What follows belongs to an exercise in optimizing a design on an open flow for small area; a production flow would make more cautious choices. At most, simulation tests tie the RTL to the original design; equivalence was not proved. Function not checked in run 1: the RTL went through the layout flow alone. The clock cells of runs 5 to 7 come from the design's own scripts or RTL, not from TritonCTS. No driver is modelled on the clock port, so clock power and skew are understated where the tree is cut down; a real chip needs a root buffer or a tree. Power is estimated from default activity; no workload was simulated.

**flow/config.mk**
```make
export PLATFORM = sky130hd
export DESIGN_NAME = ex4_t
export DESIGN_NICKNAME = ex4_t
export VERILOG_FILES = /design/flow/design.v
export SDC_FILE = /design/flow/constraint.sdc
export NUM_CORES = 4
export LEC_CHECK = 0
export ABC_AREA = 1
export CAP_MARGIN = 20
export CORE_MARGIN = 2
export CORE_UTILIZATION = 40
export PLACE_DENSITY = 0.6
export SLEW_MARGIN = 20
```
**flow/constraint.sdc**
```tcl
create_clock -name core_clock -period 30.0 [get_ports {clk}]
set_input_delay 6.0000 -clock core_clock [delete_from_list [all_inputs] [get_ports {clk}]]
set_output_delay 6.0000 -clock core_clock [all_outputs]
set_load 0.01 [all_outputs]
```
**flow/design.v**
```verilog
module ex4_t(
input clk,
input rst,
input temp_a,
input temp_b,
input temp_c,
input temp_d,
input switch1,
input switch2,
input switch5,
input switch6,
input switch7,
input switch8,
output [3:0] ans,
output [6:0] a_to_g,
output [7:0] light
);
reg [7:0] cnt;
wire tick = (cnt == 8'h7f);
wire blink = cnt[7];
wire [1:0] sel = cnt[3:2];
always @(posedge clk)
  if (rst) cnt <= 8'd0;
  else cnt <= cnt + 8'd1;
reg [3:0] d1, d2, d3, d4;
function [3:0] inc10(input [3:0] x);
  inc10 = {(x[0] & x[1] & x[2]) | (~x[0] & x[3]), (~x[0] & x[2]) | (~x[1] & x[2]) | (x[0] & x[1] & ~x[2]), (~x[0] & x[1]) | (x[0] & ~x[1] & ~x[3]), (~x[0])};
endfunction
wire tclr = rst | (tick & ~switch1);
wire tinc = tick & switch1 & ~switch2;
always @(posedge clk) begin
  if (tclr) begin d1 <= 0; d2 <= 0; d3 <= 0; d4 <= 0; end
  else if (tinc) begin
    if (temp_a) d1 <= inc10(d1);
    if (temp_b) d2 <= inc10(d2);
    if (temp_c) d3 <= inc10(d3);
    if (temp_d) d4 <= inc10(d4);
  end
end
reg [15:0] r;
always @(posedge clk)
  if (rst) r <= 16'd0;
  else if (~switch1) r <= r + 16'd1;
reg [3:0] a1, a2, a3, a4;
reg [9:0] z;
wire life_nz = ~|z[9:3];
function [3:0] inc9(input [3:0] x);
  inc9 = {(x[0] & x[1] & x[2]) | (~x[0] & x[3]), (~x[0] & x[2]) | (~x[1] & x[2]) | (x[0] & x[1] & ~x[2]), (~x[0] & x[1]) | (x[0] & ~x[1] & ~x[3]), (~x[0]) | (x[3])};
endfunction
function [3:0] g0(input [3:0] x);
  g0 = {(~x[1] & ~x[2] & x[3]), (x[2]), (x[1]), (x[0])};
endfunction
function [3:0] g1(input [3:0] x);
  g1 = {(~x[1] & ~x[2] & x[3]), (x[0] & x[2]) | (x[1] & x[2]) | (x[2] & ~x[3]), (x[0] & x[1]) | (x[1] & ~x[3]) | (~x[0] & ~x[1] & x[2] & x[3]), (x[0] & ~x[3]) | (~x[0] & x[1] & x[3]) | (~x[0] & x[2] & x[3])};
endfunction
function [3:0] g2(input [3:0] x);
  g2 = {(~x[1] & ~x[2] & x[3]) | (x[1] & x[2] & x[3]), (~x[1] & x[2]) | (x[2] & ~x[3]) | (x[1] & ~x[2] & x[3]), (x[1] & ~x[3]) | (~x[1] & x[2] & x[3]), (x[0])};
endfunction
function [3:0] g3(input [3:0] x);
  g3 = {(~x[1] & ~x[2] & x[3]) | (x[0] & x[1] & x[2] & x[3]), (~x[0] & x[2]) | (~x[1] & x[2]) | (x[2] & ~x[3]) | (x[0] & ~x[2] & x[3]), (~x[0] & x[1]) | (x[1] & ~x[3]) | (x[0] & ~x[1] & x[3]), (x[0] & ~x[3]) | (~x[0] & x[1] & x[3]) | (~x[0] & x[2] & x[3])};
endfunction
wire [3:0] m1 = (r[3:0]   == 4'd9) ? a1 : g0(r[3:0]);
wire [3:0] m2 = (r[7:4]   == 4'd9) ? a2 : g1(r[7:4]);
wire [3:0] m3 = (r[11:8]  == 4'd9) ? a3 : g2(r[11:8]);
wire [3:0] m4 = (r[15:12] == 4'd9) ? a4 : g3(r[15:12]);
wire [3:0] n3  = (m3 == m4) ? inc9(m3) : m3;
wire [3:0] n2a = ((m2 == m4) | (m2 == n3)) ? inc9(m2) : m2;
wire [3:0] n2  = ((n2a == m4) | (n2a == n3)) ? inc9(n2a) : n2a;
wire [3:0] n1a = ((m1 == m4) | (m1 == n3) | (m1 == n2)) ? inc9(m1) : m1;
wire [3:0] n1b = ((n1a == m4) | (n1a == n3) | (n1a == n2)) ? inc9(n1a) : n1a;
wire [3:0] n1  = ((n1b == m4) | (n1b == n3) | (n1b == n2)) ? inc9(n1b) : n1b;
always @(posedge clk)
  if (rst) begin a1 <= 0; a2 <= 0; a3 <= 0; a4 <= 0; end
  else if (tick & switch1 & life_nz) begin a1 <= n1; a2 <= n2; a3 <= n3; a4 <= m4; end
wire e12 = d1 == d2, e13 = d1 == d3, e14 = d1 == d4;
wire e23 = d2 == d3, e24 = d2 == d4, e34 = d3 == d4;
reg [3:0] equal;
wire [3:0] eqn = equal | {e14 | e24 | e34, e13 | e23 | e34, e12 | e23 | e24, e12 | e13 | e14};
wire eqz = ~|eqn;
wire [3:0] p = {d4 == a4, d3 == a3, d2 == a2, d1 == a1};
wire [2:0] rp = p[0] + p[1] + p[2] + p[3];
reg [2:0] rnacc;
wire [3:0] aj = cnt[1] ? (cnt[0] ? a4 : a3) : (cnt[0] ? a2 : a1);
wire [3:0] hit = {d4 == aj, d3 == aj, d2 == aj, d1 == aj};
wire qj = |(hit & ~(4'b0001 << cnt[1:0]));
always @(posedge clk)
  if (cnt[3:2] == 2'd0) rnacc <= (cnt[1:0] == 2'd0 ? 3'd0 : rnacc) + {2'd0, qj};
wire [2:0] rn = rnacc;
wire rp4 = &p;
reg flag, win;
reg [3:0] NUM;
reg dark;
reg [1:0] pos;
wire judge_ok = switch1 & switch2 & eqz;
wire lose1 = judge_ok & ~flag;
wire z_lt8 = ~|z[9:3];
wire life_n_z = ~z_lt8 | (lose1 & (z[2:0] == 3'd7));
wire done = z[9] & z[3];
wire dly_inc = judge_ok & ~rp4 & life_n_z & ~done;
wire [9:0] z_n = z + {8'd0, lose1 & dly_inc, lose1 ^ dly_inc};
wire lose_show = ~rp4 & life_n_z & (done | (z == 10'd519));
reg [3:0] dsel, asel, mab;
always @(*) begin
  case (sel)
    2'd0: begin dsel = d1; asel = a1; mab = 4'd11; end
    2'd1: begin dsel = d2; asel = a2; mab = {1'b0, rn}; end
    2'd2: begin dsel = d3; asel = a3; mab = 4'd10; end
    default: begin dsel = d4; asel = a4; mab = {1'b0, rp}; end
  endcase
end
wire [3:0] mab6 = {~sel[0], sel == 2'd3, ~sel[0], sel == 2'd0};
wire eqsel = eqn[sel];
always @(posedge clk) begin
  if (rst) begin
    dark <= 1; NUM <= 0; equal <= 0; z <= 0; win <= 0; flag <= 0;
  end else if (~switch1) begin
    dark <= 1; flag <= 0; z <= 0; win <= 0; equal <= 0;
  end else if (switch2) begin
    equal <= eqn;
    if (eqz) begin
      flag <= 1;
      z <= z_n;
      win <= rp4;
      NUM <= (lose_show & ~blink) ? asel : mab;
      dark <= (rp4 | lose_show) & blink;
    end else begin
      if (~blink) NUM <= dsel;
      dark <= blink | ~eqsel;
    end
  end else if (~switch5) begin
    if (~win & life_nz) begin
      equal <= 0; flag <= 0;
      NUM <= dsel; dark <= 0;
    end else begin
      if (~blink) NUM <= win ? mab6 : asel;
      dark <= blink;
    end
  end else if (switch6 & switch7 & switch8) begin
    NUM <= asel; dark <= 0;
  end
end
wire hold_an = switch1 & ~switch2 & switch5 & ~(switch6 & switch7 & switch8);
always @(posedge clk)
  if (~hold_an) pos <= sel;
assign ans = dark ? 4'b1111 : ~(4'b1000 >> pos);
assign light = {8{life_nz}} & {1'b1, z[2:0] <= 3'd6, z[2:0] <= 3'd5, z[2:0] <= 3'd4,
                               z[2:0] <= 3'd3, z[2:0] <= 3'd2, z[2:0] <= 3'd1, z[2:0] == 3'd0};
wire [6:0] seg = {(~NUM[0] & ~NUM[1] & NUM[2]) | (NUM[0] & NUM[1] & NUM[3]) | (NUM[0] & ~NUM[1] & ~NUM[2] & ~NUM[3]), (NUM[0] & ~NUM[1] & NUM[2]) | (~NUM[0] & NUM[1] & NUM[2]) | (NUM[0] & NUM[1] & NUM[3]), (~NUM[0] & NUM[1] & ~NUM[2] & ~NUM[3]), (~NUM[0] & ~NUM[1] & NUM[2]) | (NUM[0] & NUM[1] & NUM[2]) | (~NUM[0] & NUM[1] & NUM[3]) | (NUM[0] & ~NUM[1] & ~NUM[2] & ~NUM[3]), (NUM[0] & ~NUM[1]) | (~NUM[1] & NUM[2]) | (NUM[0] & ~NUM[3]), (NUM[0] & NUM[1] & NUM[2]) | (NUM[0] & ~NUM[2] & ~NUM[3]) | (NUM[1] & ~NUM[2] & ~NUM[3]), (NUM[0] & NUM[1] & NUM[2]) | (~NUM[1] & ~NUM[2] & ~NUM[3])};
assign a_to_g = seg;
endmodule
```
**flow/flow/run.sh**
```bash
#!/bin/bash
# Own flow: the standard synthesis, then its combinational logic mapped again for
# area (every register kept as the same cell under the same name), then the standard
# layout steps. Each tool writes its full output to a log_*.txt file here.
set -euo pipefail
W=$(pwd)
R=$W/orfs/results/$FLOW_PLATFORM/ex4_t/base
LIB=$FLOW_HOME/platforms/$FLOW_PLATFORM/lib/sky130_fd_sc_hd__tt_025C_1v80.lib
F=$W/flow
source $F/knobs.sh

bash standard.sh synth > $W/log_1_synth.txt 2>&1
cp $R/1_2_yosys.v $W/std_synth.v

# 1: the standard netlist's cells back to logic; registers stay cells
cat > $W/remap1.ys <<EOY
read_liberty -ignore_miss_func $LIB
blackbox sky130_fd_sc_hd__df* sky130_fd_sc_hd__edf* sky130_fd_sc_hd__sdf* sky130_fd_sc_hd__dl* sky130_fd_sc_hd__conb_1
read_verilog $W/std_synth.v
hierarchy -top $FLOW_TOP
flatten
rename -hide w:*.*
opt_clean -purge
select -module $FLOW_TOP
write_verilog -noattr -selected $W/generic.v
EOY
yosys -s $W/remap1.ys > $W/log_2_remap1.txt 2>&1

# 2: map that logic again, for area
cat > $W/remap2.ys <<EOY
read_liberty -lib $LIB
read_verilog $W/generic.v
hierarchy -top $FLOW_TOP
techmap
opt -fast -purge
abc -liberty $LIB -dont_use *lpflow* -dont_use *probe* -script $F/area.abc
setundef -zero
splitnets
opt_clean -purge
hilomap -singleton -hicell sky130_fd_sc_hd__conb_1 HI -locell sky130_fd_sc_hd__conb_1 LO
insbuf -buf sky130_fd_sc_hd__buf_1 A X
check -assert -mapped
stat -liberty $LIB
write_verilog -noattr -nohex -nodec $W/remapped.v
EOY
yosys -s $W/remap2.ys > $W/log_3_remap2.txt 2>&1

cp $W/remapped.v $R/1_2_yosys.v
rm -f $R/1_synth.odb $R/1_synth.sdc
export BUFFER_PORTS_ARGS="-buffer_cell sky130_fd_sc_hd__buf_1"
export CTS_ARGS="-sink_clustering_enable -repair_clock_nets $CTS_EXTRA"
bash standard.sh > $W/log_4_layout.txt 2>&1
```
**flow/flow/area.abc**
```
strash
&get -n
&deepsyn -T 10
&put
dc2
dch -f
amap
```
**flow/flow/knobs.sh**
```bash
CTS_EXTRA="-buf_list sky130_fd_sc_hd__clkbuf_8 -dont_use_dummy_load"
```
**flow/standard.sh**
```bash
#!/bin/bash
# synth_recipe.tcl (not shown) runs the flow's synth.tcl, then flattens the netlist and writes it again
# the make line also repeats each setting of config.mk as NAME=value (left out here)
make -C /OpenROAD-flow-scripts/flow DESIGN_CONFIG=/design/flow/config.mk WORK_HOME=/design/flow/orfs CLKGATE_MAP_FILE= SYNTH_SCRIPT=/design/flow/synth_recipe.tcl "${@:-finish}"
```
==> summary.md, run 1 <==
| Metric | Value |
|---|---|
| Starting density of the core | 41.16% |
| Synth Cell Area | 0.005236 mm2 |
| First-pass DRT Iterations | 6 |
| CP required | 30.21 ns |
| Clock latency on the worst-skew pair | 0.37 ns |
| DRC Markers | 0 |
| Final setup violation count | 0 |
| Setup TNS | 0 ns |
| Max Fclk | approximately 85 MHz |
| Static leakage | 1.847 nW |
| Switching share of power | approximately 30% |
| Slowest CP cell | o22ai_1 |
| Comb power frac | 17.2% |
| GRT Overall Usage | between 20% and 30% |
| Cell internal pwr | about 0.00015 W |
| Final hold violations | 0 |
| Max-slew headroom | 38.89% |
| Syn Inst Count | 774 |
| Die area | around 0.014 mm2 |
| Post-Syn Area per Cell | 6.765 um2 |
| Final ANT Viol Nets | 0 |
| Total core area | around 0.013 mm2 |
| Critical path class | flip-flop to flip-flop |
| Initial antenna violation count | 0 |
| Register bank with the most flops | r |
| Critical Path AT | 12.05 ns |
| Post-cts gate resize count | 0 |
| Clock network fraction of total power | 29.3% |
| Final Util | approximately 45% |
| P&R area growth vs syn | 9.271% |
| Fill cells | 1391 |
| Mean routed wirelength per cell | 19.38 um |
| Layout cells sized above 1 | between 1.5 and 2% |
| Slew Limit Fails | 0 |
| Ys Warns | 1 |
| Hpwl dp | 14520 um |
| Total wire length | 19150 um |
| CP max FO | 8 |
| Clock skew | 0.02243 ns |
| H-tree levels | 3 |
| Unrepaired setup endpoints after global routing | false |
| Vias | 6339 |
| Worst path most repeated cell | nor2_1 |
| Syn_nets | just under 800 |
| # diodes | 0 |
| Die width | approximately 120 um |
| Vias in the first global route | between 5000 and 6000 |
| # rows | 41 |
| Maxcap violations | 0 |
| Fin crit share | 39.44% |
| Starting DRT DRC Count | 675 |
| Largest net degree at the start of global routing | 29 |
| Hold WC Path Type | flip-flop to flip-flop |
| First-pass GRT wire length | ~30000 um |
| Worst path bufs/invs | 13 |
| Power per cell area | 37.83 mW/mm2 |
| Post-layout min period | 11.83 ns |
| Hold slack | 0.4683 ns |
| TritonCTS Buffers | 9 |
| Reg power frac | 53.4% |
| Slew @ Worst Pin | 0.9166 ns |
| Clock Root Buffer | clkbuf_8 |
| CTS Buffer Depth | 2 |
| Max FFs per register | 16 |
| Hold buffers post-CTS | 0 |
| Die Span Y | 118.4 um |
| Largest registers | r (16), z (10), cnt (8) |
| Reg clk slew, reported paths | 0.07 ns |
| PortBufs | 30 |
| Switching power | 0.00006380 W |
| Remaining Overflow, GRT | 0 |
| CTS Sinks | 82 |
| Critical path startpoint category | flip-flop |
| CTS tree | built |
| Post-CTS Setup Inserts | 0 |
| Max incr delay on CP | between 0.5 and 0.6 ns |
| Multi-input gate area | roughly 0.0030 mm2 |
| IO Pins | 31 |
| Reg area | 0.001692 mm2 |
| Final #Nets | 830 |
| CP Capture Type | flip-flop |
| Crit path max-delay family | compound AO/OA/AOI/OAI gates |
| Status | complete, no violations |
| GP Congestion | approximately 0.99 |
| Vias/cell | ~6.4 |
| Max rail drop VDD | 0.02477 mV |
## placed cells by master (no fill, tap or decap), types with 8 or more instances in the layout
cell,n
nor4_1,19
a221oi_1,8
clkbuf_8,9
o21ai_0,38
buf_1,30
nor3_1,36
o221ai_1,8
nand2_1,48
a211oi_1,24
o22ai_1,116
a21oi_1,41
a22oi_1,10
nor2_1,135
dfxtp_1,77
clkinv_1,137
## path summary, 6_finish.rpt
| path | end | slack [ns] | depth (start not counted) | start |
|---|---|---|---|---|
| max | a1[2]$_SDFFE_PP0P_ | 18.17 | 56 | r[15]$_SDFFE_PP0N_ |
| min | cnt[0]$_SDFF_PP0_ | 0.47 | 1 | cnt[0]$_SDFF_PP0_ |
| max reg2reg | a1[2]$_SDFFE_PP0P_ | 18.17 | 56 | r[15]$_SDFFE_PP0N_ |
| min reg2reg | cnt[0]$_SDFF_PP0_ | 0.47 | 1 | cnt[0]$_SDFF_PP0_ |
## per-layer routing
metal / vias to the layer above / wire length, um / GRT usage [%]
li1: 2975 / - / -
met4: 0 / 971 / 13.39
met1: 2953 / 8271 / 33.67
met2: 347 / 8568 / 42.02
met3: 64 / 1333 / 5.743
met5: - / 0 / 0
## area by class of cell
cell class                 instances  share of cell area [%]
tap                              172                   3.761
sequential                        82                   29.56
multi-input combinational        552                   52.77
clock buffer                       9                   2.165
inverter                         137                   8.988
timing repair buffer              36                   2.755
## per-stage QoR
step / setup WS (ns) / instances / area (um2) / total power [W]
2_1_floorplan: 20.96 / 774 / 5236 / 0.0001440
3_3_place_gp: 18.68 / 979 / 5598 / 0.0001538
3_5_place_dp: 18.62 / 979 / 5598 / 0.0001538
4_1_cts: 18.61 / 988 / 5722 / 0.0002171
5_1_grt: 17.12 / 988 / 5722 / 0.0002265
6_report: 18.17 / 988 / 5722 / 0.0002165
## power groups by stage
stage               registers (W)  clock network (W)   logic, W
floorplan                0.000117                  0  0.0000268
global placement         0.000118                  0  0.0000357
detailed placement       0.000118                  0  0.0000358
CTS                      0.000116          0.0000657  0.0000358
global route             0.000116          0.0000696  0.0000410
finish                   0.000116          0.0000635  0.0000373
==> run 2, diff against run 1 <==
--- a/flow/design.v
+++ b/flow/design.v
@@ -78,14 +78,13 @@
 wire [3:0] eqn = equal | {e14 | e24 | e34, e13 | e23 | e34, e12 | e23 | e24, e12 | e13 | e14};
 wire eqz = ~|eqn;
 wire [3:0] p = {d4 == a4, d3 == a3, d2 == a2, d1 == a1};
-wire [2:0] rp = p[0] + p[1] + p[2] + p[3];
-reg [2:0] rnacc;
+reg [2:0] acc;
 wire [3:0] aj = cnt[1] ? (cnt[0] ? a4 : a3) : (cnt[0] ? a2 : a1);
 wire [3:0] hit = {d4 == aj, d3 == aj, d2 == aj, d1 == aj};
-wire qj = |(hit & ~(4'b0001 << cnt[1:0]));
+wire [3:0] jmask = 4'b0001 << cnt[1:0];
+wire bitj = cnt[3] ? |(hit & jmask) : |(hit & ~jmask);
 always @(posedge clk)
-  if (cnt[3:2] == 2'd0) rnacc <= (cnt[1:0] == 2'd0 ? 3'd0 : rnacc) + {2'd0, qj};
-wire [2:0] rn = rnacc;
+  if (~cnt[2]) acc <= (cnt[1:0] == 2'd0 ? 3'd0 : acc) + {2'd0, bitj};
 wire rp4 = &p;
 reg flag, win;
 reg [3:0] NUM;
@@ -103,9 +102,9 @@
 always @(*) begin
   case (sel)
     2'd0: begin dsel = d1; asel = a1; mab = 4'd11; end
-    2'd1: begin dsel = d2; asel = a2; mab = {1'b0, rn}; end
+    2'd1: begin dsel = d2; asel = a2; mab = {1'b0, acc}; end
     2'd2: begin dsel = d3; asel = a3; mab = 4'd10; end
-    default: begin dsel = d4; asel = a4; mab = {1'b0, rp}; end
+    default: begin dsel = d4; asel = a4; mab = {1'b0, acc}; end
   endcase
 end
 wire [3:0] mab6 = {~sel[0], sel == 2'd3, ~sel[0], sel == 2'd0};
==> flow/flow/knobs.sh (replaced) <==
CTS_EXTRA="-buf_list sky130_fd_sc_hd__clkbuf_4 sky130_fd_sc_hd__clkbuf_8 -dont_use_dummy_load"
--- a/flow/config.mk
+++ b/flow/config.mk
@@ -9,5 +9,6 @@
 export CAP_MARGIN = 20
 export CORE_MARGIN = 2
 export CORE_UTILIZATION = 40
+export GPL_TIMING_DRIVEN = 0
 export PLACE_DENSITY = 0.6
 export SLEW_MARGIN = 20
==> summary.md, run 2 <==
| Metric | Value |
|---|---|
| Post-Syn Area per Cell | 6.898 um2 (+2.0%) |
| Ys Warns | 1 (unchanged) |
| First Err | [ERROR STA-0564] clock_tree_synthesis positional arguments not supported. |
| Starting density of the core | 40.83% (-0.33 points) |
| PortBufs | 30 (unchanged) |
| Hpwl dp | 13370 um (-7.9%) |
| IO Pins | 31 (unchanged) |
| # rows | 41 (unchanged) |
| Die width | 117.5 um (-0.78%) |
| Setup WS pre-CTS | 17.86 ns (-0.7582 ns) |
| Status | stopped before the end |
| Stopping stage | clock tree synthesis (4_1_cts) |
| Die Span Y | 117.5 um (-0.78%) |
| GP Congestion | 0.9650 (-2.6%) |
| Syn Inst Count | 747 (-3.5%) |
| Synth Cell Area | 0.005152 mm2 (-1.6%) |
| Syn_nets | 759 (-3.4%) |
[run 2: worst max-delay path by stage]
stage | start | to | cells after the start
3_5_place_dp | r[12]$_SDFFE_PP0N_ | a1[2]$_SDFFE_PP0P_ | 49
3_3_place_gp | r[12]$_SDFFE_PP0N_ | a1[2]$_SDFFE_PP0P_ | 49
2_1_floorplan | r[12]$_SDFFE_PP0N_ | a1[2]$_SDFFE_PP0P_ | 51
[run 2: power groups by stage]
| stage | combinational, W | sequential (W) | clock (W) |
|---|---|---|---|
| 3_3_place_gp | 0.0000331 | 0.000118 | 0 |
| 3_5_place_dp | 0.0000336 | 0.000118 | 0 |
| 2_1_floorplan | 0.0000257 | 0.000117 | 0 |
[run 2: per-stage QoR]
step / util (%) / instances / area, um2 / power [W]
2_1_floorplan: - / 747 / 5152 / 0.0001429
3_3_place_gp: 43.43 / 949 / 5480 / 0.0001508
3_5_place_dp: 43.46 / 949 / 5484 / 0.0001515
==> run 3, diff against run 2 <==
==> flow/flow/knobs.sh (replaced) <==
CTS_EXTRA="-buf_list {sky130_fd_sc_hd__clkbuf_4 sky130_fd_sc_hd__clkbuf_8} -dont_use_dummy_load"
==> summary.md, run 3 <==
| Metric | Value |
|---|---|
| Hold Startpoint | cnt[0]$_SDFF_PP0_ |
| # rows | 41 (unchanged) |
| Static leakage | between 1.5 and 2 nW |
| Max incr delay on CP | 0.82 ns |
| IO Pins | 31 (unchanged) |
| Clock skew | 0.01702 ns |
| Reg-to-Reg Start | r[12]$_SDFFE_PP0N_ |
| Largest net degree at the start of global routing | 23 |
| Hpwl dp | 13370 um (unchanged) |
| R2R depth | approximately 50 |
| Initial antenna violation count | 0 |
| Most common cell after layout, fill and taps aside | clkinv_1 |
| Post-layout min period | 12.68 ns |
| Post-Syn Area per Cell | 6.898 um2 (unchanged) |
| Critical Path AT | 12.97 ns |
| Final hold violations | 0 |
| Power per cell area | 37.94 mW/mm2 |
| Slew @ Worst Pin | roughly 1.0 ns |
| GRT Overall Usage | 25.19% |
| Starting density of the core | 40.83% (unchanged) |
| CP required | 30.29 ns |
| CP max FO | 8 |
| Max-slew headroom | 30.58% |
| Hold slack | around 0.46 ns |
| Unrepaired setup endpoints after global routing | false |
| Hold path depth | 1 |
| First-pass GRT wire length | approximately 28000 um |
| Slowest CP cell | o22ai_1 |
| Fin crit share | 42.28% |
| Largest registers | r (16), z (10), cnt (8) |
| Vias/cell | 6.306 |
| Beginning of the critical path | r[12]$_SDFFE_PP0N_ |
| CTS tree | built |
| Final setup violation count | 0 |
| CTS Sinks | 82 |
| Vias in the first global route | 5457 |
| H-tree levels | 3 |
| Worst r2r dst | a1[2]$_SDFFE_PP0P_ |
| Slew Limit Fails | 0 |
| TritonCTS Buffers | 9 |
| Synth Cell Area | 0.005152 mm2 (unchanged) |
| Crit path max-delay family | compound AO/OA/AOI/OAI gates |
| Clock Root Buffer | clkbuf_8 |
| Layout cells sized above 1 | 1.272% |
| DRC Markers | 0 |
| Setup TNS | 0 ns |
| Worst path bufs/invs | 12 |
| PortBufs | 30 (unchanged) |
| Critical path startpoint category | flip-flop |
| Hold Path End | cnt[0]$_SDFF_PP0_ |
| Reg clk slew, reported paths | roughly 0.080 ns |
| First-pass DRT Iterations | 5 |
| # diodes | 0 |
| Maxcap violations | 0 |
| Final Util | 44.44% |
| Die width | 117.5 um (unchanged) |
| Max Fclk | slightly below 80 MHz |
| Worst path most repeated cell | clkinv_1 |
| Register bank with the most flops | r |
| Post-cts gate resize count | 0 |
| Register-to-register path setup slack | 17.32 ns |
| Syn Inst Count | 747 (unchanged) |
| Most frequent cells in the layout | 131 x clkinv_1, 109 x nor2_1, 107 x o22ai_1 |
| P&R area growth vs syn | 8.839% |
| Hold WC Path Type | flip-flop to flip-flop |
| Total core area | 0.01262 mm2 |
| GP Congestion | 0.9650 (unchanged) |
| Final ANT Viol Nets | 0 |
| Ys Warns | 1 (unchanged) |
| Die Span Y | 117.5 um (unchanged) |
| Clock latency on the worst-skew pair | ~0.37 ns |
| Total wire length | 17700 um |
| Vias | 6041 |
| Remaining Overflow, GRT | 0 |
| Starting DRT DRC Count | a little under 700 |
| CP Capture Type | flip-flop |
| Mean routed wirelength per cell | roughly 18 um |
| Die area | 0.01381 mm2 |
| Max rail drop VDD | 0.02369 mV |
| Status | complete, no violations |
| Critical path class | flip-flop to flip-flop |
| Max FFs per register | 16 |
| CTS Buffer Depth | 2 |
| Final #Nets | 800 |
| Syn_nets | 759 (unchanged) |
| Post-CTS Setup Inserts | 0 |
| Hold buffers post-CTS | 0 |
| Critical Path Stages | 49 |
run 3: worst register-to-register path, delay by kind of cell (launching register included):
kind	cells	cell delay, ns
DFF	1	0.41
buffers and inverters	12	2.69
and+or+nand+nor	17	2.70
AOI/OAI and AO/OA	20	6.77
run 3: worst max-delay path by stage:
| stage | end | slack, ns |
|---|---|---|
| 2_1_floorplan | a1[2]$_SDFFE_PP0P_ | 20.74 |
| 3_3_place_gp | a1[2]$_SDFFE_PP0P_ | 18.17 |
| 3_5_place_dp | a1[2]$_SDFFE_PP0P_ | 17.86 |
| 4_1_cts | a1[2]$_SDFFE_PP0P_ | 17.75 |
| 5_1_grt | a1[2]$_SDFFE_PP0P_ | 16.38 |
| 6_report | a1[2]$_SDFFE_PP0P_ | 17.32 |
run 3: metal layers:
layer,routed length [um],track usage (%),up-vias
met5,0,0,-
met4,442,8.886,0
met3,1512,5.281,36
met2,8102,39.88,295
met1,7638,34.06,2794
li1,-,-,2916
run 3: per-stage QoR:
step	instances	instance area [um2]	worst slack, ns	power (W)
CTS	958	5608	17.75	0.0002134
floorplan	747	5152	20.74	0.0001429
finish	958	5608	17.32	0.0002127
global placement	949	5480	18.17	0.0001508
detailed placement	949	5484	17.86	0.0001515
global route	958	5608	16.38	0.0002224
run 3: cell type report:
type	count	area [um2]
fillers	1363	7012
multi-input cells	531	2962
plain buffers	3	11.26
repair buffers	30	112.6
clock buffers	9	123.9
well taps	172	215.2
flip-flops and latches	82	1692
inverters	131	491.7
run 3: report_power, final:
| part | internal, W | switching, W |
|---|---|---|
| combinational | 0.0000115 | 0.0000233 |
| clock | 0.0000268 | 0.0000357 |
| sequential | 0.000113 | 0.00000209 |
| total | 0.000152 | 0.0000611 |
==> run 4, diff against run 3 <==
==> flow/flow/area.abc (replaced) <==
strash
&get -n
&deepsyn -T 60
&put
dc2
dch -f
amap
==> flow/flow/knobs.sh (replaced) <==
CTS_EXTRA="-buf_list sky130_fd_sc_hd__clkbuf_8 -dont_use_dummy_load"
==> summary.md, run 4 <==
| Metric | Value |
|---|---|
| Status | complete, no violations |
| Final hold violations | 0 (unchanged) |
| Max-slew headroom | 34.50% (+3.9 points) |
| Switching share of power | 29.19% (+0.48 points) |
| Final Util | 44.53% (+0.089 points) |
| Vias | 6140 (+1.6%) |
| First-pass GRT wire length | 28880 um (+2.9%) |
| Ys Warns | 1 (unchanged) |
| Max incr delay on CP | 0.55 ns (-0.27 ns) |
| Most frequent cells in the layout | 129 x clkinv_1, 104 x nor2_1, 94 x o22ai_1 |
| Synth Cell Area | 0.005154 mm2 (about the same) |
| Power per cell area | 38.23 mW/mm2 (+0.77%) |
| Hold WC Path Type | flip-flop to flip-flop |
| Layout cells sized above 1 | 1.538% (+0.27 points) |
| Syn Inst Count | 739 (-1.1%) |
| GRT Overall Usage | 25.71% (+0.52 points) |
| Post-cts gate resize count | 0 (unchanged) |
| DRC Markers | 0 (unchanged) |
| Fill cells | 1330 (-2.4%) |
| Setup TNS | 0 ns (unchanged) |
| Static leakage | 1.733 nW (-0.63%) |
| Multi-input gate area | 0.002970 mm2 (+0.30%) |
| Post-CTS Setup Inserts | 0 (unchanged) |
| Clock Root Buffer | clkbuf_8 |
| Starting DRT DRC Count | 794 (+17%) |
| GP Congestion | 0.9882 (+2.4%) |
| CTS Buffer Depth | 2 (unchanged) |
| Starting density of the core | 40.84% (about the same) |
| Total core area | 0.01262 mm2 (unchanged) |
| Total wire length | 18200 um (+2.8%) |
| IO Pins | 31 (unchanged) |
| Slew Limit Fails | 0 (unchanged) |
| Reg clk slew, reported paths | 0.10 ns (+0.02 ns) |
| PnR Total Power | 0.0002148 W (+0.97%) |
| Hpwl dp | 13560 um (+1.4%) |
| Clock latency on the worst-skew pair | 0.39 ns (+0.02 ns) |
| Slew @ Worst Pin | 0.9722 ns (-0.06911 ns) |
| Critical path class | flip-flop to flip-flop |
| CTS Sinks | 82 (unchanged) |
| CP required | 30.29 ns (about the same) |
| Vias/cell | 6.450 (+2.3%) |
| Die Span Y | 117.5 um (about the same) |
| Switching power | 0.00006269 W (+2.7%) |
| CTS tree | built |
| Critical path startpoint category | flip-flop |
| Maxcap violations | 0 (unchanged) |
| Post-Syn Area per Cell | 6.974 um2 (+1.1%) |
| Max rail drop VDD | 0.02955 mV (+25%) |
| H-tree levels | 3 (unchanged) |
| Reg power frac | 53.8% (-0.4 points) |
| Register bank with the most flops | r |
| # rows | 41 (unchanged) |
| Syn_nets | 751 (-1.1%) |
| Die area | 0.01381 mm2 (about the same) |
| Largest net degree at the start of global routing | 21 (-8.7%) |
| Cell Area, Placed | 0.005495 mm2 (+0.21%) |
| Hold buffers post-CTS | 0 (unchanged) |
| Vias in the first global route | 5702 (+4.5%) |
| Hold slack | 0.4701 ns (+0.008117 ns) |
| Reg area | 0.001692 mm2 (unchanged) |
| Die width | 117.5 um (about the same) |
| CP max FO | 8 (unchanged) |
| Final ANT Viol Nets | 0 (unchanged) |
| Clock skew | 0.02926 ns (+0.01224 ns) |
| Slowest CP cell | a2111oi_0 |
| Critical Path AT | 11.93 ns (-1.04 ns) |
| Register-to-register path setup slack | 18.36 ns (+1.05 ns) |
| PortBufs | 30 (unchanged) |
| Post-layout min period | 11.64 ns (-1.046 ns) |
| Worst path bufs/invs | 11 (-1) |
| Mean routed wirelength per cell | 19.11 um (+3.5%) |
| CP Capture Type | flip-flop |
| TritonCTS Buffers | 9 (unchanged) |
| Unrepaired setup endpoints after global routing | false |
| Most common cell after layout, fill and taps aside | clkinv_1 |
| First-pass DRT Iterations | 7 (+2) |
| Final setup violation count | 0 (unchanged) |
| Fin crit share | 38.79% (-3.5 points) |
| Final non-filler cell area | 0.005619 mm2 (+0.20%) |
| Final #Nets | 794 (-0.75%) |
| Initial antenna violation count | 0 (unchanged) |
| Max FFs per register | 16 (unchanged) |
| Max Fclk | 85.93 MHz (+9.0%) |
| Clock network fraction of total power | 30.0% (+0.6 points) |
| Largest registers | r (16), z (10), cnt (8) |
| # diodes | 0 (unchanged) |
| Comb power frac | 16.2% (-0.2 points) |
| Cell internal pwr | 0.0001521 W (+0.29%) |
| Worst path most repeated cell | clkinv_1 |
| Crit path max-delay family | compound AO/OA/AOI/OAI gates |
| P&R area growth vs syn | 9.031% |
| Remaining Overflow, GRT | 0 (unchanged) |
## run 4: layout make-up
cell class,instances,area share [%]
clock buffer,9,2.204
sequential,82,30.10
multi-input combinational,525,52.86
tap,172,3.830
inverter,129,8.617
buffer,3,0.2004
timing repair buffer,32,2.182
## run 4: tightest hold or removal path, stage by stage (launching register included)
cell	delay, ns
dfxtp_1	0.33
nand2_1	0.05
o21ai_0	0.06
## run 4: routing by layer
layer  vias to the layer above  wire (um)  track usage, %
li1                       2896          -               -
met1                      2832       7676           32.78
met2                       337       8338           42.00
met3                        75       1482           5.184
met4                         0        698           11.75
met5                         -          0               0
## run 4: power groups by stage
stage                     registers (W)  clock network [W]  logic [W]
after CTS                      0.000116          0.0000655  0.0000336
after global placement         0.000118                  0  0.0000332
after floorplan                0.000117                  0  0.0000254
after global routing           0.000116          0.0000698  0.0000379
after detailed placement       0.000118                  0  0.0000335
final                          0.000116          0.0000643  0.0000348
## run 4: final timing paths
path	cells after the start	startpoint	end
hold reg to reg	2	equal[2]$_SDFFE_PP0P_	equal[2]$_SDFFE_PP0P_
hold / removal	2	equal[2]$_SDFFE_PP0P_	equal[2]$_SDFFE_PP0P_
setup reg to reg	48	r[14]$_SDFFE_PP0N_	a1[2]$_SDFFE_PP0P_
setup / recovery	48	r[14]$_SDFFE_PP0N_	a1[2]$_SDFFE_PP0P_
## run 4: stage by stage
stage	worst slack, ns	std cells
finish	18.36	952
global route	17.70	952
CTS	18.91	952
detailed placement	18.98	943
global placement	18.90	941
floorplan	21.27	739
==> run 5, diff against run 4 <==
--- a/flow/flow/run.sh
+++ b/flow/flow/run.sh
@@ -48,5 +48,9 @@
 cp $W/remapped.v $R/1_2_yosys.v
 rm -f $R/1_synth.odb $R/1_synth.sdc
 export BUFFER_PORTS_ARGS="-buffer_cell sky130_fd_sc_hd__buf_1"
-export CTS_ARGS="-sink_clustering_enable -repair_clock_nets $CTS_EXTRA"
+if [[ -n "${CLKTREE_N:-}" ]]; then
+  export PRE_CTS_TCL=$F/clktree.tcl CLKTREE_ROOT CLKTREE_LEAF CLKTREE_N
+else
+  export CTS_ARGS="-sink_clustering_enable -repair_clock_nets $CTS_EXTRA"
+fi
 bash standard.sh > $W/log_4_layout.txt 2>&1
==> flow/flow/area.abc (replaced) <==
strash
&get -n
&deepsyn -T 10
&put
dc2
dch -f
amap
==> flow/flow/clktree.tcl (new file) <==
# Clock distribution: the clock port drives one inverter, which drives NLEAF inverters, each
# driving the clock pins of the registers nearest to it (grouped by position).
proc build_clock_tree {root_master leaf_master nleaf} {
  set db [ord::get_db]
  set block [ord::get_db_block]
  set clkport [$block findBTerm clk]
  set clknet [$clkport getNet]
  set sinks {}
  foreach it [$clknet getITerms] { lappend sinks $it }
  # positions of the sinks
  set pts {}
  foreach it $sinks {
    set inst [$it getInst]
    set bb [$inst getBBox]
    lappend pts [list $it [expr {([$bb xMin] + [$bb xMax]) / 2}] [expr {([$bb yMin] + [$bb yMax]) / 2}]]
  }
  # k-means on the sink positions
  set n [llength $pts]
  set cent {}
  set sorted [lsort -real -index 1 $pts]
  for {set k 0} {$k < $nleaf} {incr k} {
    set p [lindex $sorted [expr {int(($k + 0.5) * $n / $nleaf)}]]
    lappend cent [list [lindex $p 1] [lindex $p 2]]
  }
  for {set iter 0} {$iter < 50} {incr iter} {
    set groups {}
    for {set k 0} {$k < $nleaf} {incr k} { lappend groups {} }
    foreach p $pts {
      set best -1; set bd 0
      for {set k 0} {$k < $nleaf} {incr k} {
        set c [lindex $cent $k]
        set d [expr {abs([lindex $p 1] - [lindex $c 0]) + abs([lindex $p 2] - [lindex $c 1])}]
        if {$best < 0 || $d < $bd} { set best $k; set bd $d }
      }
      lset groups $best [concat [lindex $groups $best] [list $p]]
    }
    set newc {}
    for {set k 0} {$k < $nleaf} {incr k} {
      set g [lindex $groups $k]
      if {[llength $g] == 0} { lappend newc [lindex $cent $k]; continue }
      set sx 0; set sy 0
      foreach p $g { set sx [expr {$sx + [lindex $p 1]}]; set sy [expr {$sy + [lindex $p 2]}] }
      lappend newc [list [expr {$sx / [llength $g]}] [expr {$sy / [llength $g]}]]
    }
    set cent $newc
  }
  set rm [$db findMaster $root_master]
  set lm [$db findMaster $leaf_master]
  set root [odb::dbInst_create $block $rm clktree_root]
  set rnet [odb::dbNet_create $block clktree_root_net]
  $rnet setSigType CLOCK
  set sx 0; set sy 0
  foreach c $cent { set sx [expr {$sx + [lindex $c 0]}]; set sy [expr {$sy + [lindex $c 1]}] }
  $root setLocation [expr {int($sx / $nleaf)}] [expr {int($sy / $nleaf)}]
  $root setPlacementStatus PLACED
  [$root findITerm A] connect $clknet
  [$root findITerm Y] connect $rnet
  for {set k 0} {$k < $nleaf} {incr k} {
    set leaf [odb::dbInst_create $block $lm clktree_leaf_$k]
    set lnet [odb::dbNet_create $block clktree_leaf_net_$k]
    $lnet setSigType CLOCK
    set c [lindex $cent $k]
    $leaf setLocation [expr {int([lindex $c 0])}] [expr {int([lindex $c 1])}]
    $leaf setPlacementStatus PLACED
    [$leaf findITerm A] connect $rnet
    [$leaf findITerm Y] connect $lnet
    foreach p [lindex $groups $k] {
      set it [lindex $p 0]
      $it disconnect
      $it connect $lnet
    }
    puts "clock leaf $k: [llength [lindex $groups $k]] registers"
  }
}

# Sourced by ORFS's cts.tcl before clock_tree_synthesis (PRE_CTS_TCL): build the tree above,
# keep repair_clock_inverters (next in cts.tcl) from cloning its inverters once per register,
# and let the clock_tree_synthesis call that follows do nothing but mark the clock propagated.
build_clock_tree $::env(CLKTREE_ROOT) $::env(CLKTREE_LEAF) $::env(CLKTREE_N)
rename repair_clock_inverters repair_clock_inverters_unused
proc repair_clock_inverters {args} {
  puts "clock tree inverters kept as built"
}
rename clock_tree_synthesis clock_tree_synthesis_unused
proc clock_tree_synthesis {args} {
  puts "clock tree built by PRE_CTS_TCL"
  set_propagated_clock [all_clocks]
}
==> flow/flow/knobs.sh (replaced) <==
CLKTREE_ROOT=sky130_fd_sc_hd__inv_6; CLKTREE_LEAF=sky130_fd_sc_hd__inv_8; CLKTREE_N=6
==> summary.md, run 5 <==
| Metric | Value |
|---|---|
| Crit path max-delay family | compound AO/OA/AOI/OAI gates |
| Max FFs per register | 16 (unchanged) |
| Final hold violations | 0 (unchanged) |
| Worst path bufs/invs | 12 (+1) |
| Starting density of the core | 40.83% (about the same) |
| Ys Warns | 1 (unchanged) |
| Syn_nets | 759 (+1.1%) |
| Syn Inst Count | 747 (+1.1%) |
| Hold path depth | 1 (-1) |
| Remaining Overflow, GRT | 0 (unchanged) |
| # diodes | 0 (unchanged) |
| Total core area | 0.01262 mm2 (unchanged) |
| Setup TNS | 0 ns (unchanged) |
| Max-slew headroom | 30.35% (-4.1 points) |
| # placed instances | 949 (+0.64%) |
| Hold Startpoint | cnt[0]$_SDFF_PP0_ |
| Final setup violation count | 0 (unchanged) |
| Slew Limit Fails | 0 (unchanged) |
| Final #Nets | 798 (+0.50%) |
| Max Fclk | 79.04 MHz (-8.0%) |
| GRT Overall Usage | 24.09% (-1.6 points) |
| CP max FO | 8 (unchanged) |
| Layout cells sized above 1 | 1.020% (-0.52 points) |
| Slowest CP cell | o22ai_1 |
| CP required | 30.15 ns (-0.14 ns) |
| Slew @ Worst Pin | 1.045 ns (+0.07250 ns) |
| Mean routed wirelength per cell | 18.46 um (-3.4%) |
| Power per cell area | 36.23 mW/mm2 (-5.2%) |
| Vias in the first global route | 5420 (-4.9%) |
| Hold buffers post-CTS | 0 (unchanged) |
| First-pass DRT Iterations | 7 (unchanged) |
| Final non-filler cell area | 0.005560 mm2 (-1.0%) |
| GP Congestion | 0.9650 (-2.3%) |
| Post-Syn Area per Cell | 6.898 um2 (-1.1%) |
| Post-cts gate resize count | 0 (unchanged) |
| Register-to-register path setup slack | 17.35 ns (-1.01 ns) |
| Hold WC Path Type | flip-flop to flip-flop |
| First-pass GRT wire length | 27900 um (-3.4%) |
| Maxcap violations | 0 (unchanged) |
| Reg clk slew, reported paths | 0.09 ns (about the same) |
| R2R depth | 49 (+2.1%) |
| CP Capture Type | flip-flop |
| Most common cell after layout, fill and taps aside | clkinv_1 |
| Unrepaired setup endpoints after global routing | false |
| Final ANT Viol Nets | 0 (unchanged) |
| Fin cells | 956 (+0.42%) |
| Cell Area, Placed | 0.005484 mm2 (-0.20%) |
| Critical path startpoint category | flip-flop |
| Most frequent cells in the layout | 131 x clkinv_1, 109 x nor2_1, 107 x o22ai_1 |
| PortBufs | 30 (unchanged) |
| Hpwl dp | 13370 um (-1.4%) |
| Die Span Y | 117.5 um (about the same) |
| Largest registers | r (16), z (10), cnt (8) |
| Critical path class | flip-flop to flip-flop |
| Clock skew | 0.02669 ns (-0.002574 ns) |
| Largest net degree at the start of global routing | 23 (+9.5%) |
| Max rail drop VDD | 0.01681 mV (-43%) |
| Register bank with the most flops | r |
| Initial antenna violation count | 0 (unchanged) |
| Die width | 117.5 um (about the same) |
| Post-layout min period | 12.65 ns (+1.014 ns) |
| IO Pins | 31 (unchanged) |
| # rows | 41 (unchanged) |
| Max incr delay on CP | 0.82 ns (+0.27 ns) |
| DRC Markers | 0 (unchanged) |
| Starting DRT DRC Count | 736 (-7.3%) |
| Status | complete, no violations |
| Clock latency on the worst-skew pair | 0.22 ns (-0.17 ns) |
| Total wire length | 17650 um (-3.0%) |
| Static leakage | 1.720 nW (-0.75%) |
| Vias/cell | 6.320 (-2.0%) |
| Reg-to-Reg Start | r[12]$_SDFFE_PP0N_ |
| Worst path most repeated cell | clkinv_1 |
| Critical Path AT | 12.80 ns (+0.87 ns) |
| Vias | 6042 (-1.6%) |
| Post-CTS Setup Inserts | 0 (unchanged) |
| Die area | 0.01381 mm2 (about the same) |
| Fin crit share | 42.17% (+3.4 points) |
| Worst r2r dst | a1[2]$_SDFFE_PP0P_ |
| P&R area growth vs syn | 7.916% |
| Hold Path End | cnt[0]$_SDFF_PP0_ |
| Fill cells | 1368 (+2.9%) |
| PnR Total Power | 0.0002014 W (-6.2%) |
| Synth Cell Area | 0.005152 mm2 (about the same) |
## run 5: changes by cell type in the layout (fill, tap and decap cells not counted), moves of 5 or more
cell      before  now
clkbuf_8       9    0
inv_8          0    6
nor2_1       104  109
nand2_1       55   44
o22ai_1       94  107
nor3_1        28   41
## run 5: worst max path at each step
| stage | start | end | slack, ns | depth (start not counted) |
|---|---|---|---|---|
| global route | r[12]$_SDFFE_PP0N_ | a1[2]$_SDFFE_PP0P_ | 16.43 | 49 |
| finish | r[12]$_SDFFE_PP0N_ | a1[2]$_SDFFE_PP0P_ | 17.35 | 49 |
| global placement | r[12]$_SDFFE_PP0N_ | a1[2]$_SDFFE_PP0P_ | 18.17 | 49 |
| detailed placement | r[12]$_SDFFE_PP0N_ | a1[2]$_SDFFE_PP0P_ | 17.86 | 49 |
| CTS | r[12]$_SDFFE_PP0N_ | a1[2]$_SDFFE_PP0P_ | 17.80 | 49 |
| floorplan | r[12]$_SDFFE_PP0N_ | a1[2]$_SDFFE_PP0P_ | 20.74 | 51 |
## run 5: through the flow
step	util [%]	hold WS [ns]	worst slack (ns)
global route	44.06	0.4808	16.43
detailed placement	43.46	0.4490	17.86
finish	44.06	0.4660	17.35
floorplan	-	0.4255	20.74
CTS	44.06	0.4685	17.80
global placement	43.43	0.4399	18.17
## run 5: power by group
part / switching, W / internal (W) / total (W)
clock: 0.0000436 / 0.00000775 / 0.0000513
sequential: 0.00000207 / 0.000113 / 0.000115
combinational: 0.0000232 / 0.0000115 / 0.0000347
## run 5: area by class of cell
class | count | area [um2] | area share, %
buffer | 3 | 11.26 | 0.2025
inverter | 138 | 568.0 | 10.22
multi-input combinational | 531 | 2962 | 53.26
sequential | 82 | 1692 | 30.42
tap | 172 | 215.2 | 3.870
timing repair buffer | 30 | 112.6 | 2.025
## run 5: layer usage
metal	track usage (%)	vias to the layer above	wire (um)
li1	-	2911	-
met1	33.94	2802	7763
met2	39.44	285	8050
met3	2.471	44	1386
met4	6.401	0	447
met5	0	-	0
==> run 6, diff against run 5 <==
--- a/flow/flow/run.sh
+++ b/flow/flow/run.sh
@@ -7,6 +7,7 @@
 R=$W/orfs/results/$FLOW_PLATFORM/ex4_t/base
 LIB=$FLOW_HOME/platforms/$FLOW_PLATFORM/lib/sky130_fd_sc_hd__tt_025C_1v80.lib
 F=$W/flow
+SEEDS="1 2 3 4"
 source $F/knobs.sh
 
 bash standard.sh synth > $W/log_1_synth.txt 2>&1
@@ -26,24 +27,39 @@
 EOY
 yosys -s $W/remap1.ys > $W/log_2_remap1.txt 2>&1
 
-# 2: map that logic again, for area
-cat > $W/remap2.ys <<EOY
+# 2: map that logic again, for area: a few runs of the script with different seeds, in
+# parallel, keeping the smallest
+remap2() {
+  local k=$1
+  sed "s/@SEED@/$k/" $F/area.abc > $W/area_$k.abc
+  cat > $W/remap2_$k.ys <<EOY
 read_liberty -lib $LIB
 read_verilog $W/generic.v
 hierarchy -top $FLOW_TOP
 techmap
 opt -fast -purge
-abc -liberty $LIB -dont_use *lpflow* -dont_use *probe* -script $F/area.abc
+abc -liberty $LIB -dont_use *lpflow* -dont_use *probe* -script $W/area_$k.abc
 setundef -zero
 splitnets
 opt_clean -purge
 hilomap -singleton -hicell sky130_fd_sc_hd__conb_1 HI -locell sky130_fd_sc_hd__conb_1 LO
 insbuf -buf sky130_fd_sc_hd__buf_1 A X
 check -assert -mapped
-stat -liberty $LIB
-write_verilog -noattr -nohex -nodec $W/remapped.v
+tee -o $W/area_$k.txt stat -liberty $LIB
+write_verilog -noattr -nohex -nodec $W/remapped_$k.v
 EOY
-yosys -s $W/remap2.ys > $W/log_3_remap2.txt 2>&1
+  yosys -s $W/remap2_$k.ys > $W/log_3_remap2_$k.txt 2>&1
+}
+for k in $SEEDS; do remap2 $k & done
+wait
+best=""; bestarea=""
+for k in $SEEDS; do
+  a=$(awk '/Chip area for module/ {print $NF}' $W/area_$k.txt)
+  echo "seed $k: area $a" >> $W/log_3_remap2_choice.txt
+  if [[ -z "$best" ]] || awk -v x="$a" -v y="$bestarea" 'BEGIN {exit !(x < y)}'; then best=$k; bestarea=$a; fi
+done
+echo "kept seed $best" >> $W/log_3_remap2_choice.txt
+cp $W/remapped_$best.v $W/remapped.v
 
 cp $W/remapped.v $R/1_2_yosys.v
 rm -f $R/1_synth.odb $R/1_synth.sdc
==> flow/flow/area.abc (replaced) <==
strash
&get -n
&deepsyn -T 60 -S @SEED@
&put
dc2
dch -f
amap
==> summary.md, run 6 <==
| Metric | Value |
|---|---|
| Status | complete, no violations |
| Max-slew headroom | 25.86% (-4.5 points) |
| Initial antenna violation count | 0 (unchanged) |
| Unrepaired setup endpoints after global routing | false |
| Final #Nets | 784 (-1.8%) |
| P&R area growth vs syn | 8.105% |
| Die area | 0.01369 mm2 (-0.80%) |
| Hold buffers post-CTS | 0 (unchanged) |
| Static leakage | 1.671 nW (-2.8%) |
| Die Span Y | 117.0 um (-0.40%) |
| Final ANT Viol Nets | 0 (unchanged) |
| CP max FO | 8 (unchanged) |
| # rows | 41 (unchanged) |
| Die width | 117.0 um (-0.40%) |
| Metal-1 WL | 7655 um (-1.4%) |
| Wire length on met3 | 1317 um (-5.0%) |
| Most frequent cells in the layout | 130 x clkinv_1, 104 x nor2_1, 102 x o22ai_1 |
| Critical path startpoint category | flip-flop |
| Setup WS pre-CTS | 18.32 ns (+0.4623 ns) |
| Critical Path AT | 12.23 ns (-0.57 ns) |
| Layout cells sized above 1 | 1.169% (+0.15 points) |
| Fin worst setup slack | 17.87 ns (+0.5214 ns) |
| Remaining Overflow, GRT | 0 (unchanged) |
| Largest registers | r (16), z (10), cnt (8) |
| Starting DRT DRC Count | 702 (-4.6%) |
| Synth Cell Area | 0.005110 mm2 (-0.83%) |
| Power per cell area | 36.79 mW/mm2 (+1.6%) |
| Worst path most repeated cell | nor2_1 |
| IO Pins | 31 (unchanged) |
| Post-CTS Setup Inserts | 0 (unchanged) |
| Register bank with the most flops | r |
| Critical path class | flip-flop to flip-flop |
| Vias | 5922 (-2.0%) |
| CP Capture Type | flip-flop |
| Vias/cell | 6.287 (-0.53%) |
| Cell internal pwr | 0.0001329 W (+0.20%) |
| Final hold violations | 0 (unchanged) |
| Reg clk slew, reported paths | 0.10 ns (about the same) |
| Hold WC Path Type | flip-flop to flip-flop |
| Final Util | 43.95% (-0.11 points) |
| Setup TNS | 0 ns (unchanged) |
| Slowest CP cell | a32oi_1 |
| Comb power frac | 16.8% (-0.4 points) |
| Max rail drop VDD | 0.02555 mV (+52%) |
| Vias in the first global route | 5399 (-0.39%) |
| Largest net degree at the start of global routing | 20 (-13%) |
| Met2 Wirelength | 7790 um (-3.2%) |
| Syn Inst Count | 733 (-1.9%) |
| Post-layout min period | 12.13 ns (-0.5214 ns) |
| Final setup violation count | 0 (unchanged) |
| PortBufs | 30 (unchanged) |
| Uppermost layer routed | met4 |
| First-pass GRT wire length | 27980 um (+0.27%) |
| Post-cts gate resize count | 0 (unchanged) |
| DRC Markers | 0 (unchanged) |
| Starting density of the core | 40.66% (-0.17 points) |
| Fin crit share | 40.43% (-1.7 points) |
| Slew Limit Fails | 0 (unchanged) |
| Post-Syn Area per Cell | 6.971 um2 (+1.1%) |
| Slew @ Worst Pin | 1.112 ns (+0.06748 ns) |
| Reg power frac | 56.9% (-0.4 points) |
| Switching power | 0.00007036 W (+2.2%) |
| Syn_nets | 745 (-1.8%) |
| GP Congestion | 0.9524 (-1.3%) |
| Clock network fraction of total power | 26.3% (+0.8 points) |
| Max incr delay on CP | 0.91 ns (+0.09 ns) |
| Maxcap violations | 0 (unchanged) |
| Clock skew | 0.02407 ns (-0.002613 ns) |
| Most common cell after layout, fill and taps aside | clkinv_1 |
| Mean routed wirelength per cell | 18.38 um (-0.42%) |
| First-pass DRT Iterations | 6 (-1) |
| # diodes | 0 (unchanged) |
| Ys Warns | 1 (unchanged) |
| Max Fclk | 82.44 MHz (+4.3%) |
| Hpwl dp | 13140 um (-1.7%) |
| CP required | 30.10 ns (-0.05 ns) |
| Clock latency on the worst-skew pair | 0.22 ns (about the same) |
| Switching share of power | 34.62% (+0.45 points) |
| Max FFs per register | 16 (unchanged) |
| Fill cells | 1311 (-4.2%) |
| Total wire length | 17320 um (-1.9%) |
| Total core area | 0.01257 mm2 (-0.41%) |
| GRT Overall Usage | 25.29% (+1.2 points) |
==> run 6: cell types whose count changed in the layout (fill, tap and decap cells not counted), sizes merged, moves of 4 or more <==
cell / before / now
o32ai: 4 / 8
a2111oi: 3 / 8
nor2: 109 / 104
nand2: 44 / 50
a222oi: 13 / 18
nor3: 41 / 28
o22ai: 107 / 102
==> run 6: worst max-delay path: cells and delay by family, from the launching register on <==
family,cells,cell delay [ns]
AOI/OAI and AO/OA,18,5.57
and+or+nand+nor,21,3.64
buffers and inverters,11,2.42
DFF,1,0.42
==> run 6: through the flow <==
step / hold slack [ns] / instances / cell area, um2 / power, W
finish: 0.4645 / 942 / 5524 / 0.0002032
global route: 0.4975 / 942 / 5524 / 0.0002133
CTS: 0.4678 / 942 / 5524 / 0.0002031
detailed placement: 0.4535 / 935 / 5448 / 0.0001517
global placement: 0.4381 / 935 / 5438 / 0.0001508
floorplan: 0.4254 / 733 / 5110 / 0.0001430
==> run 6: path summary, 6_finish.rpt <==
path	startpoint	end	slack [ns]	cells after the start
hold / removal	cnt[0]$_SDFF_PP0_	cnt[0]$_SDFF_PP0_	0.46	1
setup reg to reg	r[14]$_SDFFE_PP0N_	a1[2]$_SDFFE_PP0P_	17.87	50
hold reg to reg	cnt[0]$_SDFF_PP0_	cnt[0]$_SDFF_PP0_	0.46	1
setup / recovery	r[14]$_SDFFE_PP0N_	a1[2]$_SDFFE_PP0P_	17.87	50
==> run 6: per-layer routing <==
layer / up-vias / track usage (%)
li1: 2876 / -
met1: 2697 / 35.66
met2: 289 / 41.35
met3: 60 / 2.266
met4: 0 / 7.529
met5: - / 0
==> run 6: cell type report <==
| class | count | area (um2) | share of cell area (%) |
|---|---|---|---|
| Buffer | 3 | 11.26 | 0.2039 |
| Inverter | 137 | 564.3 | 10.22 |
| Multi-Input combinational cell | 518 | 2929 | 53.02 |
| Sequential cell | 82 | 1692 | 30.62 |
| Tap cell | 172 | 215.2 | 3.896 |
| Timing Repair Buffer | 30 | 112.6 | 2.039 |
==> run 6: power by group through the flow <==
| stage | Combinational (W) | Sequential (W) | Clock [W] |
|---|---|---|---|
| 6_report | 0.0000342 | 0.000116 | 0.0000534 |
| 5_1_grt | 0.0000386 | 0.000116 | 0.0000584 |
| 4_1_cts | 0.0000336 | 0.000116 | 0.0000538 |
| 3_5_place_dp | 0.0000335 | 0.000118 | 0 |
| 3_3_place_gp | 0.0000329 | 0.000118 | 0 |
| 2_1_floorplan | 0.0000255 | 0.000117 | 0 |
==> run 7, diff against run 6 <==
--- a/flow/flow/run.sh
+++ b/flow/flow/run.sh
@@ -43,7 +43,7 @@
 splitnets
 opt_clean -purge
 hilomap -singleton -hicell sky130_fd_sc_hd__conb_1 HI -locell sky130_fd_sc_hd__conb_1 LO
-insbuf -buf sky130_fd_sc_hd__buf_1 A X
+
 check -assert -mapped
 tee -o $W/area_$k.txt stat -liberty $LIB
 write_verilog -noattr -nohex -nodec $W/remapped_$k.v
==> flow/flow/area.abc (replaced) <==
strash
&get -n
&deepsyn -T 90 -S @SEED@
&put
dc2
dch -f
amap
==> summary.md, run 7 <==
| Metric | Value |
|---|---|
| Max-slew headroom | 29.11% (+3.3 points) |
| Setup TNS | 0 ns (unchanged) |
| Layout cells sized above 1 | 1.300% (+0.13 points) |
| Hold path depth | 2 (+1) |
| First-pass GRT wire length | 28560 um (+2.1%) |
| Slew Limit Fails | 0 (unchanged) |
| CP required | 30.08 ns (-0.02 ns) |
| Starting DRT DRC Count | 697 (-0.71%) |
| # rows | 41 (unchanged) |
| Register-to-register path setup slack | 18.55 ns (+0.68 ns) |
| CP max FO | 7 (-1) |
| Comb power frac | 16.3% (-0.5 points) |
| Ys Warns | 1 (unchanged) |
| Reg-to-Reg Start | a4[1]$_SDFFE_PP0P_ |
| CP Capture Type | flip-flop |
| Critical path startpoint category | flip-flop |
| Max incr delay on CP | 0.69 ns (-0.22 ns) |
| Post-cts gate resize count | 0 (unchanged) |
| Vias in the first global route | 5238 (-3.0%) |
| Switching share of power | 33.99% (-0.63 points) |
| Clock skew | 0.03888 ns (+0.01481 ns) |
| Cell internal pwr | 0.0001316 W (-0.93%) |
| Final setup violation count | 0 (unchanged) |
| Power per cell area | 36.11 mW/mm2 (-1.9%) |
| Fin cells | 941 (-0.11%) |
| Max FFs per register | 16 (unchanged) |
| Post-layout min period | 11.45 ns (-0.6840 ns) |
| Vias | 5958 (+0.61%) |
| First-pass DRT Iterations | 6 (unchanged) |
| Fin crit share | 38.15% (-2.3 points) |
| Worst r2r dst | a1[2]$_SDFFE_PP0P_ |
| Hold Startpoint | equal[3]$_SDFFE_PP0P_ |
| IO Pins | 31 (unchanged) |
| Critical path class | flip-flop to flip-flop |
| Post-CTS Setup Inserts | 0 (unchanged) |
| Status | complete, no violations |
| Clock latency on the worst-skew pair | 0.22 ns (about the same) |
| P&R area growth vs syn | 8.239% |
| Remaining Overflow, GRT | 0 (unchanged) |
| Critical Path AT | 11.52 ns (-0.71 ns) |
| Unrepaired setup endpoints after global routing | false |
| Switching power | 0.00006778 W (-3.7%) |
| Syn_nets | 742 (-0.40%) |
| Total wire length | 18360 um (+6.0%) |
| Static leakage | 1.731 nW (+3.6%) |
| Clock network fraction of total power | 25.7% (-0.6 points) |
| Register bank with the most flops | r |
| # diodes | 0 (unchanged) |
| Hold WC Path Type | flip-flop to flip-flop |
| Total core area | 0.01252 mm2 (-0.41%) |
| Max rail drop VDD | 0.02255 mV (-12%) |
| Final ANT Viol Nets | 0 (unchanged) |
| Hpwl dp | 13920 um (+5.9%) |
| Hold Path End | equal[3]$_SDFFE_PP0P_ |
| Final #Nets | 783 (-0.13%) |
| Post-Syn Area per Cell | 6.990 um2 (+0.26%) |
| GRT Overall Usage | 26.44% (+1.1 points) |
| Vias/cell | 6.332 (+0.71%) |
| Die Span Y | 116.9 um (about the same) |
| Reg power frac | 58.0% (+1.1 points) |
| GP Congestion | 0.9596 (+0.76%) |
| Largest net degree at the start of global routing | 20 (unchanged) |
| Final hold violations | 0 (unchanged) |
| Starting density of the core | 40.76% (+0.11 points) |
| Initial antenna violation count | 0 (unchanged) |
| R2R depth | 42 (-16%) |
| Max Fclk | 87.37 MHz (+6.0%) |
| # placed instances | 934 (-0.11%) |
| Largest registers | r (16), z (10), cnt (8) |
| Final Util | 44.12% (+0.17 points) |
| Syn Inst Count | 730 (-0.41%) |
| Worst path most repeated cell | clkinv_1 |
| Synth Cell Area | 0.005102 mm2 (-0.15%) |
| Maxcap violations | 0 (unchanged) |
| Hold buffers post-CTS | 0 (unchanged) |
| Die width | 116.9 um (about the same) |
| Reg area | 0.001692 mm2 (unchanged) |
| PortBufs | 30 (unchanged) |
| Multi-input gate area | 0.002942 mm2 (+0.43%) |
| Fill cells | 1338 (+2.1%) |
| Die area | 0.01368 mm2 (-0.15%) |
| DRC Markers | 0 (unchanged) |
| Slowest CP cell | a221oi_1 |
| Reg clk slew, reported paths | 0.09 ns (about the same) |
| Mean routed wirelength per cell | 19.52 um (+6.2%) |
| Most frequent cells in the layout | 126 x clkinv_1, 97 x nor2_1, 97 x o22ai_1 |
| Most common cell after layout, fill and taps aside | clkinv_1 |
| Slew @ Worst Pin | 1.063 ns (-0.04881 ns) |
-- run 7: stage by stage --
| stage | cell area, um2 | power, W | hold slack (ns) | setup WS, ns |
|---|---|---|---|---|
| after floorplan | 5102 | 0.0001410 | 0.4254 | 21.06 |
| after global placement | 5430 | 0.0001493 | 0.4361 | 18.52 |
| after detailed placement | 5446 | 0.0001501 | 0.4470 | 18.92 |
| after CTS | 5523 | 0.0002015 | 0.4665 | 18.86 |
| after global routing | 5523 | 0.0002110 | 0.4907 | 17.53 |
| final | 5523 | 0.0001994 | 0.4653 | 18.55 |
-- run 7: area by class of cell --
class | instances | share of cell area (%)
Multi-Input combinational cell | 522 | 53.26
Sequential cell | 82 | 30.63
Inverter | 133 | 9.946
Tap cell | 172 | 3.897
Timing Repair Buffer | 32 | 2.266
-- run 7: worst max-delay path by stage --
stage                             startpoint            endpoint  slack (ns)  cells past startpoint
after floorplan           r[12]$_SDFFE_PP0N_  a1[2]$_SDFFE_PP0P_       21.06                     42
after global placement    a4[1]$_SDFFE_PP0P_  a1[2]$_SDFFE_PP0P_       18.52                     42
after detailed placement  a4[1]$_SDFFE_PP0P_  a1[2]$_SDFFE_PP0P_       18.92                     42
after CTS                 a4[1]$_SDFFE_PP0P_  a1[2]$_SDFFE_PP0P_       18.86                     42
after global routing      r[12]$_SDFFE_PP0N_  a1[2]$_SDFFE_PP0P_       17.53                     42
final                     a4[1]$_SDFFE_PP0P_  a1[2]$_SDFFE_PP0P_       18.55                     42
-- run 7: worst max-delay path: cells and delay by family, from the launching register on --
family	cells	cell delay [ns]
AND/OR/NAND/NOR	13	2.13
flip-flops	1	0.42
AO/OA/AOI/OAI	22	6.74
buffers and inverters	7	2.01
-- run 7: power groups by stage --
| stage | registers, W | clock network [W] | logic (W) |
|---|---|---|---|
| after global routing | 0.000116 | 0.0000583 | 0.0000366 |
| final | 0.000116 | 0.0000512 | 0.0000326 |
| after global placement | 0.000118 | 0 | 0.0000312 |
| after floorplan | 0.000117 | 0 | 0.0000238 |
| after CTS | 0.000116 | 0.0000538 | 0.0000319 |
| after detailed placement | 0.000118 | 0 | 0.0000318 |
-- run 7: layer usage --
metal	part of all wire, %	routed length (um)	track usage (%)
met2	46	8492	44.86
met5	0	0	0
met4	2.7	493	7.059
met3	7.8	1435	2.729
met1	43	7943	36.01

## afterwards: timing with drivers on the ports
No port has a modelled driver above. Below, the same layouts with a new extraction and two added sets of constraints. Step 1: set_driving_cell puts a clkbuf_16 on clk and a buf_2 on each other input, an assumption about the parent block. Step 2 also shifts input and output timing later by t, the mid clock arrival at the registers, as if the neighbouring blocks saw the same clock. Slacks: no drivers / after step 1 / after step 2; pairs: no drivers / after step 1.
| run | t, ns | slack for setup (ns) | worst setup path at the end | clock arrival spread, ns | worst slew at a driven data input, ns |
|---|---|---|---|---|---|
| run 1 | 0.396 | 18.168 / 18.168 / 18.168 | register to register | 0.022 / 0.022 | 0.03 |
| run 3 | 0.399 | 17.316 / 17.316 / 17.316 | register to register | 0.018 / 0.018 | 0.04 |
| run 4 | 0.406 | 18.362 / 18.362 / 18.362 | register to register | 0.029 / 0.029 | 0.03 |
| run 5 | 0.251 | 17.349 / 17.349 / 17.349 | register to register | 0.027 / 0.027 | 0.04 |
| run 6 | 0.256 | 17.870 / 17.870 / 17.870 | register to register | 0.024 / 0.024 | 0.03 |
| run 7 | 0.242 | 18.554 / 18.554 / 18.554 | register to register | 0.039 / 0.039 | 0.03 |
After both steps every run listed still meets setup and hold.
